From an optimization exercise on the open Yosys and OpenROAD flow, aimed at small area, a short achievable clock period and few clock cycles per item; shortcuts taken in it are not production practice. At most, simulation tests tie the RTL to the original design; equivalence was not proved. Power and IR drop assume default switching activity.

==> 02-12 <==
Design atanh, start of the top module:
module atanh (
  input                     clk,
  input                     rstn,
  input                     trig,
  input  signed       [8:0] tanha,
  output logic              vld,
  output logic signed [8:0] a2_latch
);
  wire        s = tanha[8];
  wire  [7:0] l = tanha[7:0];
  wire  [7:0] below;                          
  assign below[0] = 1'b0;
  genvar i;
  for (i = 1; i < 8; i = i + 1) begin : g_below
    assign below[i] = |l[i-1:0];
  end
  wire  [7:0] m = l ^ ({8{s}} & below);
  wire        z = ~|l;                        
  wire  [0:7] mr = m;                         
  wire  [0:7] gr;                             
  wire  [7:0] g = gr;
  wire  [8:0] a2;
  ...
clock: 7.5 ns
lec_check: 0
abc_area: 1
cap_margin: 20
core_margin: 2
core_utilization: 65
cts_buf_list: sky130_fd_sc_hd__clkbuf_4
place_density: 0.8
slew_margin: 20
standard.sh (not shown) runs the stock make flow with config.mk's settings and CLKGATE_MAP_FILE= SYNTH_SCRIPT=/design/flow/synth_recipe.tcl, a recipe that flattens the netlist after the stock synthesis.
==> flow/flow/run.sh <==
#!/bin/bash
# The standard layout (standard.sh), with changes that only affect how the
# layout is made:
#  - synthesis uses flow/my_synth.tcl, which is synth_recipe.tcl with the abc
#    mapping script swapped for flow/abc.script (registers are mapped exactly
#    as in the standard synthesis);
#  - no full/half-adder extraction (ADDER_MAP_FILE empty), so the table logic
#    is mapped as plain gates;
#  - plain buf_2 cells as the port buffers, buf_1 on the outputs
#    (flow/ports.tcl, run before the resize step of placement).
export MY_ABC_SCRIPT=$PWD/flow/abc.script
bash standard.sh SYNTH_SCRIPT=$PWD/flow/my_synth.tcl ADDER_MAP_FILE= \
  BUFFER_PORTS_ARGS="-buffer_cell sky130_fd_sc_hd__buf_2" \
  PRE_RESIZE_TCL=$PWD/flow/ports.tcl finish > standard.log 2>&1
==> flow/flow/abc.script <==
strash
dch
map -B 0.9
strash
dch -f
map -B 0.9
topo
stime -c
upsize -c
dnsize -c
==> flow/flow/my_synth.tcl <==
proc synth {args} { yosys synth -nofsm -noshare {*}$args }
proc abc {args} {
  set i [lsearch $args -script]
  if { $i >= 0 && [info exists ::env(MY_ABC_SCRIPT)] } { lset args [expr {$i + 1}] $::env(MY_ABC_SCRIPT) }
  yosys abc {*}$args
}
source $::env(SCRIPTS_DIR)/synth.tcl
# left out here: clear keep_hierarchy, flatten, clean up, hide names made inside functions, write 1_2_yosys.v
==> flow/flow/ports.tcl <==
# Output ports drive only the fixed 10 fF load and have slack to spare, so
# their port buffers (inserted by buffer_ports as buf_2) are made buf_1.
foreach inst [get_cells output*] {
  replace_cell $inst sky130_fd_sc_hd__buf_1
}
==> 05-20: changes against 02-12 <==
--- a/flow/config.mk
+++ b/flow/config.mk
@@ -9,6 +9,6 @@
 export CAP_MARGIN = 20
 export CORE_MARGIN = 2
-export CORE_UTILIZATION = 65
+export CORE_UTILIZATION = 40
 export CTS_BUF_LIST = sky130_fd_sc_hd__clkbuf_4
-export PLACE_DENSITY = 0.8
+export PLACE_DENSITY = 0.6
 export SLEW_MARGIN = 20
==> results.txt <==
05-20 completed without violations. 02-12 went through all stages and came out clean. In 02-12 the via count is larger than in 05-20, by about 1.6%. Against 02-12, the hold slack of 05-20 is higher by 0.0019 ns. Between 05-20 and 02-12, the lower wire length is in 02-12 (gap 2.6%, measured against 02-12). Against 02-12, the critical path depth of 05-20 is higher by 2.
Testbench counts of 02-12, summed over its fixed seeds: cycles 2,048, ops 2,048.
Testbench counts of 05-20, summed over its fixed seeds: cycles 2,048, ops 2,048.

* * *

==> inputs of trial 25 <==
atanh, a different RTL version from the one above (not shown whole).
clock: 7.5 ns
lec_check: 0
abc_area: 1
cap_margin: 20
core_margin: 2
core_utilization: 40
cts_buf_list: sky130_fd_sc_hd__clkbuf_4
place_density: 0.6
slew_margin: 20
Scripts as last shown in full above: flow/flow/run.sh, flow/flow/abc.script, flow/flow/my_synth.tcl, flow/flow/ports.tcl
==> inputs of build 1, as changes to trial 25 <==
Settings changed: CTS_BUF_LIST sky130_fd_sc_hd__clkbuf_4 to sky130_fd_sc_hd__clkbuf_2.
==> notes <==
Combinational power is about the same in trial 25 and build 1. Critical path depth is the same in trial 25 and build 1. Sequential power is about the same in trial 25 and build 1. Between trial 25 and build 1, the lower total power is in build 1 (gap about 3%, measured against build 1). Between build 1 and trial 25, the lower wire length is in build 1 (gap about 0.5%, measured against trial 25).
==> figures <==
Fin crit period: trial 25 4060 ps; build 1 4050 ps
Global Route met2 Usage: trial 25 44.8%; build 1 45.2%
Maximum ir drop on the vdd rail: trial 25 0.0541 mV; build 1 0.0536 mV
Worst Tran Pin Value: trial 25 834 ps; build 1 808 ps
Share of cell area taken by multi-input logic gates: trial 25 71.8%; build 1 72.0%
Total power divided by cell area: trial 25 150 nW/um^2; build 1 146 nW/um^2
Fin util: trial 25 45.3%; build 1 45.1%
Detailed route wirelength on metal2: trial 25 3.06 mm; build 1 3.01 mm
Ratio of layout area to synthesized area: trial 25 1.104x; build 1 1.100x
Non-clock buffer share of cell area: trial 25 4.76%; build 1 4.78%
Run status: trial 25 finished clean; build 1 finished clean
Testbench counts of trial 25, summed over its fixed seeds: cycles 2,048, ops 2,048.
Testbench counts of build 1, summed over its fixed seeds: cycles 2,048, ops 2,048.

* * *

==> zinc <==
Another version of the RTL of atanh (not shown whole).
clock: 7.5 ns
lec_check: 0
abc_area: 1
cap_margin: 20
core_margin: 2
core_utilization: 40
place_density: 0.6
slew_margin: 20
run.sh (not shown) runs the stock make flow with config.mk's settings and CLKGATE_MAP_FILE= SYNTH_SCRIPT=/design/flow/synth_recipe.tcl, a recipe that flattens the netlist after the stock synthesis.
Stock flow here: none of the scripts above is used.
==> raven (differences from zinc) <==
SETUP_SLACK_MARGIN = 3   (was unset)
==> harbor (differences from zinc) <==
SETUP_SLACK_MARGIN = 4.5   (was unset)
==> results.txt <==
- The lowest global-route usage belongs to zinc, the highest to harbor.
- Critical path depth: raven < harbor < zinc.
- Die area is the same in raven and zinc.
- In flip-flop and latch count, harbor and raven do not differ.
Function was not checked in any run of this note: the RTL went through the layout flow alone.

## afterwards: timing with drivers on the ports
Ports are ideal in the flow. The routed layouts listed here were re-timed in OpenROAD.
Step 1 (the two cells are an assumption about what drives the block):
set clk [get_ports {clk}]
set_driving_cell -lib_cell sky130_fd_sc_hd__clkbuf_16 $clk
set_driving_cell -lib_cell sky130_fd_sc_hd__buf_2 [delete_from_list [all_inputs] $clk]
Step 2 times the ports against the registers' clock, not the clock port: input delays grow and output delays shrink by t, the midpoint of the rising clock arrivals with the driver on.
a / b / c = no drivers / after step 1 / after step 2; a / b = the first two.
run | t, ns | slack for setup (ns) | worst slew at a driven data input, ns | pins driven straight from the clock port
02-12 | 0.284 | 4.174 / 4.176 / 3.891 | 0.03 | 1
05-20 | 0.277 | 4.208 / 4.206 / 3.930 | 0.03 | 1
trial 25 | 0.294 | 3.444 / 3.443 / 3.149 | 0.03 | 1
build 1 | 0.286 | 3.451 / 3.450 / 3.164 | 0.03 | 1
zinc | 0.254 | 1.218 / 1.217 / 0.963 | 0.04 | 1
raven | 0.249 | 2.756 / 2.714 / 2.464 | 0.06 | 1
harbor | 0.250 | 2.759 / 2.717 / 2.467 | 0.08 | 1
After both steps every run listed still meets setup and hold. The setup slack of trial 25, which loses most, moves by -0.001 ns with the drivers and by -0.295 ns with both steps.
